Source: an optimization exercise on an open RTL-to-GDS flow (aim: small area). Production flows keep margins and buffers that such runs may drop. Only simulation tests tie the RTL to the original design; equivalence was not proved.

--- flow/run.sh ---
#!/bin/bash
# synth_recipe.tcl (not shown) runs the flow's synth.tcl, then flattens the netlist and writes it again
# the make line also repeats each setting of config.mk as NAME=value (left out here)
make -C /OpenROAD-flow-scripts/flow DESIGN_CONFIG=/design/flow/config.mk WORK_HOME=/design/flow/orfs CLKGATE_MAP_FILE= SYNTH_SCRIPT=/design/flow/synth_recipe.tcl finish
--- flow/config.mk ---
export PLATFORM = sky130hd
export DESIGN_NAME = buck_converter_top
export DESIGN_NICKNAME = buck_converter_top
export VERILOG_FILES = /design/flow/design.v
export SDC_FILE = /design/flow/constraint.sdc
export NUM_CORES = 4
export LEC_CHECK = 0
export CAP_MARGIN = 20
export CORE_MARGIN = 2
export CORE_UTILIZATION = 40
export SLEW_MARGIN = 20
--- flow/constraint.sdc ---
create_clock -name core_clock -period 10.0 [get_ports {clk}]
set_input_delay 2.0000 -clock core_clock [delete_from_list [all_inputs] [get_ports {clk}]]
set_output_delay 2.0000 -clock core_clock [all_outputs]
set_load 0.01 [all_outputs]
--- flow/design.v ---
module adc_interface (
    input wire clk,
    input wire rst_n,
    input wire [11:0] adc_data,
    input wire adc_valid,
    output reg [11:0] voltage_fb,
    output reg data_ready
);
    always @(posedge clk or negedge rst_n) begin
        if (!rst_n) begin
            voltage_fb <= 12'd0;
            data_ready <= 1'b0;
        end else begin
            if (adc_valid) begin
                voltage_fb <= adc_data;
                data_ready <= 1'b1;
            end else begin
                data_ready <= 1'b0;
            end
        end
    end
endmodule
module pid_controller #(
    parameter DATA_WIDTH = 12,
    parameter KP = 16'd100,
    parameter KI = 16'd10,
    parameter KD = 16'd5,
    parameter SETPOINT = 12'd2048
)(
    input wire clk,
    input wire rst_n,
    input wire [DATA_WIDTH-1:0] feedback,
    input wire fb_valid,
    output reg [9:0] control_out,
    output reg out_valid
);
    reg signed [DATA_WIDTH:0] error;
    reg signed [DATA_WIDTH:0] prev_error;
    reg signed [31:0] integral;
    reg signed [DATA_WIDTH:0] derivative;
    reg signed [31:0] p_term, i_term, d_term;
    reg signed [31:0] pid_sum;
    always @(posedge clk or negedge rst_n) begin
        if (!rst_n) begin
            error <= 0;
            prev_error <= 0;
            integral <= 0;
            derivative <= 0;
            p_term <= 0;
            i_term <= 0;
            d_term <= 0;
            pid_sum <= 0;
            control_out <= 10'd512;
            out_valid <= 1'b0;
        end else if (fb_valid) begin
            error <= SETPOINT - feedback;
            prev_error <= error;
            if (integral + error > 32'sd100000)
                integral <= 32'sd100000;
            else if (integral + error < -32'sd100000)
                integral <= -32'sd100000;
            else
                integral <= integral + error;
            derivative <= error - prev_error;
            p_term <= ($signed({16'd0, KP}) * error) >>> 8;
            i_term <= ($signed({16'd0, KI}) * integral) >>> 16;
            d_term <= ($signed({16'd0, KD}) * derivative) >>> 8;
            pid_sum <= p_term + i_term + d_term + 32'sd512;
            if (pid_sum > 32'sd1023)
                control_out <= 10'd1023;
            else if (pid_sum < 32'sd0)
                control_out <= 10'd0;
            else
                control_out <= pid_sum[9:0];
            out_valid <= 1'b1;
        end else begin
            out_valid <= 1'b0;
        end
    end
endmodule
module pwm_generator #(
    parameter CLK_FREQ = 100_000_000,
    parameter PWM_FREQ = 100_000,
    parameter PWM_RESOLUTION = 10
)(
    input wire clk,
    input wire rst_n,
    input wire [PWM_RESOLUTION-1:0] duty_cycle,
    output reg pwm_out
);
    localparam COUNTER_MAX = CLK_FREQ / PWM_FREQ;
    reg [$clog2(COUNTER_MAX)-1:0] counter;
    reg [PWM_RESOLUTION-1:0] duty_reg;
    reg [PWM_RESOLUTION-1:0] compare_val;
    always @(posedge clk or negedge rst_n) begin
        if (!rst_n) begin
            counter <= 0;
            duty_reg <= 0;
            compare_val <= 0;
            pwm_out <= 1'b0;
        end else begin
            if (counter < COUNTER_MAX - 1) begin
                counter <= counter + 1;
            end else begin
                counter <= 0;
                duty_reg <= duty_cycle;
            end
            compare_val <= (duty_reg * COUNTER_MAX) >> PWM_RESOLUTION;
            pwm_out <= (counter < compare_val) ? 1'b1 : 1'b0;
        end
    end
endmodule
module buck_converter_top #(
    parameter CLK_FREQ = 100_000_000,
    parameter PWM_FREQ = 100_000,
    parameter V_REF = 12'd2048,
    parameter KP = 16'd100,
    parameter KI = 16'd10,
    parameter KD = 16'd5
)(
    input wire clk,
    input wire rst_n,
    input wire [11:0] adc_data,
    input wire adc_valid,
    output wire pwm_out,
    output wire [11:0] voltage_monitor,
    output wire [9:0] duty_cycle_monitor
);
    wire [11:0] voltage_fb;
    wire adc_ready;
    wire [9:0] duty_cycle;
    wire pid_valid;
    adc_interface adc_if (
        .clk(clk),
        .rst_n(rst_n),
        .adc_data(adc_data),
        .adc_valid(adc_valid),
        .voltage_fb(voltage_fb),
        .data_ready(adc_ready)
    );
    pid_controller #(
        .DATA_WIDTH(12),
        .KP(KP),
        .KI(KI),
        .KD(KD),
        .SETPOINT(V_REF)
    ) pid_ctrl (
        .clk(clk),
        .rst_n(rst_n),
        .feedback(voltage_fb),
        .fb_valid(adc_ready),
        .control_out(duty_cycle),
        .out_valid(pid_valid)
    );
    pwm_generator #(
        .CLK_FREQ(CLK_FREQ),
        .PWM_FREQ(PWM_FREQ),
        .PWM_RESOLUTION(10)
    ) pwm_gen (
        .clk(clk),
        .rst_n(rst_n),
        .duty_cycle(duty_cycle),
        .pwm_out(pwm_out)
    );
    assign voltage_monitor = voltage_fb;
    assign duty_cycle_monitor = duty_cycle;
endmodule
==> run_results.csv <==
group,metric,value,unit
die,die_h,203,um
timing,finalClockSkew,16.4,ps
clock_network,cts_root_buffer,"clkbuf_16",
synth,synth_top_flop_cell,"dfrtp_1",
clock_network,clkLatencyLatePin,450,ps
clock_network,cts_made_buffers,17,
global_route,overflow,0,
timing,relSlewSlack,40.1,%
clock_network,clk_pin_slew_worst_paths,80,ps
die,dieArea,0.0410,mm^2
critical_path,cp-start-kind,"flip-flop",
critical_path,reg2reg_to,"pid_ctrl.integral[10]",
die,fp.dieW,203,um
synth,synth_area,0.0158,mm^2
synth,seq_area_frac_synth,30.5,%
timing,hold_viol,0,
placement,placed_area,0.0166,mm^2
critical_path,crit_type,"reg2reg",
layout,largest_reg_flops,32,
critical_path,path_max_fanout,30,
timing,max_freq,209,MHz
placement,dp_hpwl,25800,um
global_route,antenna_found_initial,0,
timing,period_needed,4780,ps
layout,antenna_cells,0,
timing,post-route-period-util,47.8,%
timing,tightest_slew,899,ps
timing,finalSetupTns,0,ps
critical_path,cp-end-kind,"flip-flop",
global_route,track_usage,16.7,%
min_path,hp-class,"reg2reg",
die,rows,72,
timing,setup_violations,0,
layout,drive_gt1_share,7.67,%
timing,rsz0062_at_grt,"no",
die,coreArea,0.0387,mm^2
critical_path,cp_num_buf_inv,1,
route,first_iter_violations,490,
route,drc,0,
placement,port_buffers,37,
critical_path,worstPathCellList,"buf_4, ha_1, and3_4, and2_4, a221oi_2, o22ai_1, a21o_1, a221oi_4, a211o_1, nand2_1, a2111oi_0, nand4_1, ha_1, nand2b_1, nor2_1, a211o_1",
global_route,grt_first_pass_wirelength,56700,um
synth,ys_async_sr_fraction,100,%
synth,synth.avg_cell_area,9.58,um^2
min_path,whs_path_depth,2,
synth,synth_fp_nets,1945,
route,wirelength,33100,um
layout,final_area,0.0172,mm^2
critical_path,crit_family,"compound AO/OA/AOI/OAI gates",
outcome,status,"finished clean",
critical_path,ff2ff_setup_slack,5220,ps
critical_path,crit_required,10320,ps
global_route,grt_pass1_vias,11700,
layout,syn2layout_area_growth,9.11,%
timing,slew_violations,0,
route,via_count,11500,
synth,synth_top_area_share,30.3,%
critical_path,critical_path.max_stage_delay,540,ps
route,dr.pass1.iters,7,
placement,place.gp.congestion,0.811,
synth,synthTopCellsByArea,"dfrtp_1 (30%), ha_1 (18%), fa_1 (7.5%), xnor2_1 (4.4%), mux2_2 (3.9%)",
die,boundaryPins,38,
clock_network,post_cts_resized,0,
route,via_per_inst,5.27,
route,ant_nets,0,
layout,top_regs,"pid_ctrl.integral: 32 flops, pid_ctrl.pid_sum: 29 flops, pid_ctrl.i_term: 16 flops",
synth,ys_ff_latch,192,
critical_path,worst_ep_arrival_time,5100,ps
layout,final_cell_mix,"ha_1 (226), dfrtp_1 (190), inv_1 (162)",
min_path,hold_start,"pid_ctrl.pid_sum[5]",
clock_network,clock_path_buffers,2,
critical_path,slowest_stage,"nand2b_1",
synth,netlist_instances,1645,
clock_network,hold_buffers,0,
clock_network,htree_levels,4,
layout,fin_nets,1955,
timing,hold_ws,489,ps
flow_run,cap_violations,0,
die,start_util,40.7,%
clock_network,clock-sinks,192,
layout,layout_commonest_cell,"ha_1",
clock_network,cts_tree,"done",
clock_network,postCtsSetupBuffers,0,
synth,yosysWarnings,3,
synth,yosysUniqueCellTypes,80,
synth,synth-edff-count,0,
min_path,min_to,"pid_ctrl.pid_sum[5]",
global_route,grt_max_degree,107,
layout,regMostFlops,"pid_ctrl.integral",
critical_path,rr_worst_depth,16,
synth,synth_top_area_cell,"dfrtp_1",
route,wl_per_cell,15.1,um
critical_path,r2r-start,"pid_ctrl.error[12]",
worst register-to-register path, cell delays in order, from the launching register on:
cell	delay, ps
dfrtp_1	330
buf_4	330
ha_1	440
and3_4	230
and2_4	160
a221oi_2	240
o22ai_1	130
a21o_1	220
a221oi_4	340
a211o_1	230
nand2_1	120
a2111oi_0	500
nand4_1	170
ha_1	330
nand2b_1	540
nor2_1	120
a211o_1	250
synthesized netlist by cell type, drive strengths merged (6+ instances only):
cell type and count:
nand4 16, a31oi 8, and3 15, fa 59, o22ai 16, nand3 32, xor2 31, dfrtp 191
nand2b 6, nor4 9, o211ai 8, xnor2 80, ha 226, and2 10, or3 11, a211o 6
o21bai 11, clkbuf 38, o21a 18, a211oi 18, inv 162, nor2b 18, a21o 37, o21ai 109
a21boi 7, o31ai 22, nor3 27, a21oi 79, nand2 100, nor2 127, mux2 55, buf 15
worst max path at each step:
stage                  startpoint               endpoint  slack [ps]  cells after the start
2_1_floorplan  pid_ctrl.error[12]   pid_ctrl.integral[4]        5620                     17
3_3_place_gp   pid_ctrl.error[12]   pid_ctrl.integral[5]        5440                     17
3_5_place_dp   pid_ctrl.error[12]   pid_ctrl.integral[5]        5310                     18
4_1_cts        pid_ctrl.error[12]   pid_ctrl.integral[5]        5290                     18
5_1_grt        pid_ctrl.error[12]   pid_ctrl.integral[5]        4940                     17
6_report       pid_ctrl.error[12]  pid_ctrl.integral[10]        5220                     16
cell type report:
cell class	count	area (um^2)
inverter	163	612
tap	518	648
clock buffer	18	439
clock inverter	14	141
multi-input combinational	1237	10100
timing repair buffer	44	430
fill	3731	21500
sequential	192	4810
stage by stage:
step	util [%]	setup WS, ps	std cells
final	44.4	5220	2186
after global routing	44.4	4940	2186
after CTS	44.4	5290	2186
after detailed placement	42.9	5310	2154
after global placement	42.9	5440	2154
after floorplan	-	5620	1645
kinds of logic after synthesis:
kind of cell | Yosys count | share of synthesized area [%]
mux | 56 | 3.99
simple gates | 393 | 11.8
fa+ha+maj | 285 | 25.4
compound gates | 392 | 16.8
buf+inv | 216 | 5.32
flops | 192 | 30.5
xor+xnor | 111 | 6.17
per-layer routing:
layer  vias up  global-route usage, %  wire [um]
met4         0                   3.83        480
met2       100                   28.3      15700
met3        30                   2.28        645
met1      5569                   22.6      16200
met5         -                      0          0
li1       5812                      -          -

-- afterwards: timing with drivers on the ports --
How much do the figures lean on ideal ports? The routed layout below was timed once more, with nothing changed but the port constraints.
Step 1: set_driving_cell puts a clkbuf_16 on clk and a buf_2 on each other input, an assumption about the parent block.
Step 2 times the ports against the registers' clock, not the clock port: input delays grow and output delays shrink by t, the midpoint of the rising clock arrivals with the driver on.
a / b / c = ideal ports / drivers / drivers and shift; a / b = the first two.
shift t [ns]: 0.487
setup WS [ns]: 5.225 / 5.225 / 5.225
worst setup path at the end: register to register
slew at the worst register clock pin (ns): 0.09 / 0.09
cell pins on the clock port's net: 1
After both steps this run still meets setup and hold. For this run, drivers alone change the setup slack by 0.000 ns; drivers and shift together by 0.000 ns.
